This is an optimization exercise on Yosys and OpenROAD, whose aim is small area, a short achievable clock period and few clock cycles per item, not a production implementation. The flow treats the clock pin as an ideal source. Dropping or thinning the clock tree relies on that and would not hold on a real chip. Power is estimated from default activity; no workload was simulated.

Setup of old:
==> flow/design.v (excerpt) <==
module prng (
	input clk,     
	input rst,   
	input [31:0] seed,
	input start,
	input cont,
	output reg done,
	output [31:0] rand_num
);
localparam B  = 2;                 
localparam NB = (31 + B - 1) / B;  
reg [30:0] acc;    
reg  [2:0] cnt;    
reg  [1:0] nen;    
wire busy = !nen[0];
assign rand_num = {1'b0, acc};
wire [30:0] nen_bits = {{15{nen[1]}}, {16{nen[0]}}};
wire [30:0] b = ~({acc[2:0], acc[30:3]} | nen_bits);
wire [30:0] g = acc & b;    
wire [30:0] p = acc ^ b;    
localparam LB = (B > 8) ? 4 : (B > 4) ? 3 : (B > 2) ? 2 : (B > 1) ? 1 : 0;   
wire [30:0] lg [0:LB];
wire [30:0] lp [0:LB];
wire [30:0] gl = lg[LB];
wire [30:0] pl = lp[LB];
assign lg[0] = g;
assign lp[0] = p;
wire [NB-1:0] bg, bp;    
wire [30:0] c;           
genvar i, j, k;
generate
	for (k = 0; k < LB; k = k + 1) begin : local_level
		for (i = 0; i < 31; i = i + 1) begin : local_bit
			localparam LO = i - i % B;
  ...
==> module prng, before the edit <==
module prng (
	input clk,     
	input rst,   
	input [31:0] seed,
	input start,
	input cont,
	output reg done,
	output [31:0] rand_num
);
localparam B  = 2;                 
localparam NB = (31 + B - 1) / B;  
reg [30:0] acc;    
reg  [2:0] cnt;    
reg  [1:0] nen;    
wire busy = !nen[0];
assign rand_num = {1'b0, acc};
wire [30:0] nen_bits = {{15{nen[1]}}, {16{nen[0]}}};
wire [30:0] b = ~({acc[2:0], acc[30:3]} | nen_bits);
wire [30:0] g = acc & b;    
wire [30:0] p = acc ^ b;    
localparam LB = (B > 8) ? 4 : (B > 4) ? 3 : (B > 2) ? 2 : (B > 1) ? 1 : 0;   
wire [30:0] lg [0:LB];
wire [30:0] lp [0:LB];
wire [30:0] gl = lg[LB];
wire [30:0] pl = lp[LB];
assign lg[0] = g;
assign lp[0] = p;
wire [NB-1:0] bg, bp;    
wire [30:0] c;           
genvar i, j, k;
generate
	for (k = 0; k < LB; k = k + 1) begin : local_level
		for (i = 0; i < 31; i = i + 1) begin : local_bit
			localparam LO = i - i % B;
			localparam OFF = i % B;
			localparam J = LO + (OFF & ~((2 << k) - 1)) + (1 << k) - 1;
			if ((OFF >> k) & 1) begin : merge
				assign lg[k+1][i] = lg[k][i] | lp[k][i] & lg[k][J];
				assign lp[k+1][i] = lp[k][i] & lp[k][J];
			end else begin : pass
				assign lg[k+1][i] = lg[k][i];
				assign lp[k+1][i] = lp[k][i];
			end
		end
	end
	for (j = 0; j < NB; j = j + 1) begin : block_gp
		localparam TOP = (j * B + B - 1 > 30) ? 30 : j * B + B - 1;
		assign bg[j] = gl[TOP];
		assign bp[j] = pl[TOP];
	end
endgenerate
localparam L = (NB > 16) ? 5 : (NB > 8) ? 4 : (NB > 4) ? 3 : (NB > 2) ? 2 : 1;   
wire [NB-1:0] cg [0:L];
wire [NB-1:0] cp [0:L];
assign cg[0] = bg;
assign cp[0] = bp;
generate
	for (k = 0; k < L; k = k + 1) begin : ring_level
		for (j = 0; j < NB; j = j + 1) begin : ring_block
			localparam J2 = (j + NB - (1 << k) % NB) % NB;
			assign cg[k+1][j] = cg[k][j] | cp[k][j] & cg[k][J2];
			assign cp[k+1][j] = cp[k][j] & cp[k][J2];
		end
	end
	for (i = 0; i < 31; i = i + 1) begin : carry
		localparam BI = i / B;
		localparam BPREV = (BI + NB - 1) % NB;
		if (i % B == 0) begin : first
			assign c[i] = cg[L][BPREV];
		end else begin : next
			assign c[i] = gl[i-1] | pl[i-1] & cg[L][BPREV];
		end
	end
endgenerate
wire [1:0]  keep = ~nen | {2{done}};
wire [30:0] keep_bits = {{15{keep[1]}}, {16{keep[0]}}};
wire [30:0] x = (p & keep_bits) | ({seed[15:0], seed[30:16]} & ~keep_bits);
always @(posedge clk)
	acc <= x ^ c;
always @(posedge clk) begin
	if (rst) begin
		nen  <= 2'b11;
		done <= 1'b0;
		cnt  <= 3'd0;
	end else if (busy) begin
		cnt <= cnt + 3'd1;
		if (cnt == 3'd4)        nen[0] <= 1'b1;
		if (cnt[2])             nen[1] <= 1'b1;
		if (cnt == 3'd4)        done   <= 1'b1;
	end else if (done) begin
		if (!start) done <= 1'b0;
	end else if (start) begin
		nen <= 2'b00;
		cnt <= 3'd0;
	end
end
endmodule
export LEC_CHECK = 0
export CAP_MARGIN = 20
export CORE_MARGIN = 2
export CORE_UTILIZATION = 40
export SLEW_MARGIN = 40
create_clock -name core_clock -period 9.0 [get_ports {clk}]
standard.sh (not shown) runs the stock make flow with config.mk's settings and CLKGATE_MAP_FILE= SYNTH_SCRIPT=/design/flow/synth_recipe.tcl, a recipe that flattens the netlist after the stock synthesis.
==> flow/flow/run.sh <==
#!/bin/bash
# The standard layout (standard.sh, ORFS from synthesis to the final layout)
# with these changes, made through ORFS's own variables and hooks:
#  - synthesis: ABC maps the logic with flow/abc.script (ORFS's speed script
#    cut down, with &nf allowed to trade some delay for area) instead of
#    ORFS's abc_speed.script. The rest of the synthesis, registers included,
#    is the standard one (synth_recipe.tcl and ORFS's synth.tcl, unchanged);
#  - the port buffers that buffer_ports inserts on every input and output are
#    plain sky130_fd_sc_hd__buf_1 instead of the cell it picks by itself;
#  - after clock tree synthesis, flow/clock_tree.tcl replaces the two-level
#    clock tree with one level of four clock buffers;
#  - timing repair aims for 6.3 ns of setup slack (a 2.7 ns period) instead
#    of 0.
# standard.sh writes each ORFS step's log under orfs/logs/; make's own output
# goes to standard.log.
set -euo pipefail
cp -r "$FLOW_HOME/scripts" scripts
cp flow/abc.script scripts/abc_speed.script
export SCRIPTS_DIR="$PWD/scripts"
export BUFFER_PORTS_ARGS="-buffer_cell sky130_fd_sc_hd__buf_1"
export POST_CTS_TCL="$PWD/flow/clock_tree.tcl"
export SETUP_SLACK_MARGIN=6.3
bash standard.sh > standard.log 2>&1
Other scripts of this flow, unchanged in this note and not shown: flow/flow/abc.script, flow/flow/clock_tree.tcl
[inputs] new vs old
diff --git a/flow/design.v b/flow/design.v
--- a/flow/design.v
+++ b/flow/design.v
@@ -8,7 +8,7 @@
 	output reg done,
 	output [31:0] rand_num
 );
-localparam B  = 2;                 
+localparam B  = 8;                 
 localparam NB = (31 + B - 1) / B;  
 reg [30:0] acc;    
 reg  [2:0] cnt;    
## What came out
Share of total power in combinational logic in new is 0.2 points lower than in old. From old to new the numbers moved as follows: global-route track usage on met3 now sits lower; average cell area after synthesis shows an increase of about 8%; xor/xnor share of the synthesized area increased by 1.1 points relative to the old numbers; placement-stage worst setup slack now sits lower. Taking old as the reference, in new area of all placed cells without fillers saw an increase, first-pass GRT wire length saw a decrease, count of unique library cells instantiated by Yosys saw an increase, critical path depth saw an increase. Higher critical path arrival goes to new over old. Summary — count of non-CTS inverters in the layout, new relative to old: higher, by 7. Ratio of final minimum period to clock period | new above old. Total power: new > old. Looking at launching element of the worst setup path, the nen[1] result is from new; the acc[2] one comes from old.
No functional check of the RTL was part of any run of this note. In every run of this note, the design's own scripts or RTL, not TritonCTS, make the clock network.

## afterwards: timing with drivers on the ports
The flow's constraints put no driver on any port. The routed layouts listed below were extracted and timed again, unchanged, in two steps.
Step 1: set_driving_cell puts a clkbuf_16 on clk and a buf_2 on each other input, an assumption about the parent block.
Step 2 also shifts input and output timing later by t, the mid clock arrival at the registers, as if the neighbouring blocks saw the same clock.
Slacks: ideal / step 1 / step 2; pairs: ideal / step 1.
run | shift t [ns] | setup WS [ns] | slew at the worst register clock pin (ns)
old | 0.195 | 6.488 / 6.424 / 6.489 | 0.07 / 0.07
new | 0.193 | 6.371 / 6.371 / 6.371 | 0.07 / 0.07
After both steps every run listed still meets setup and hold.
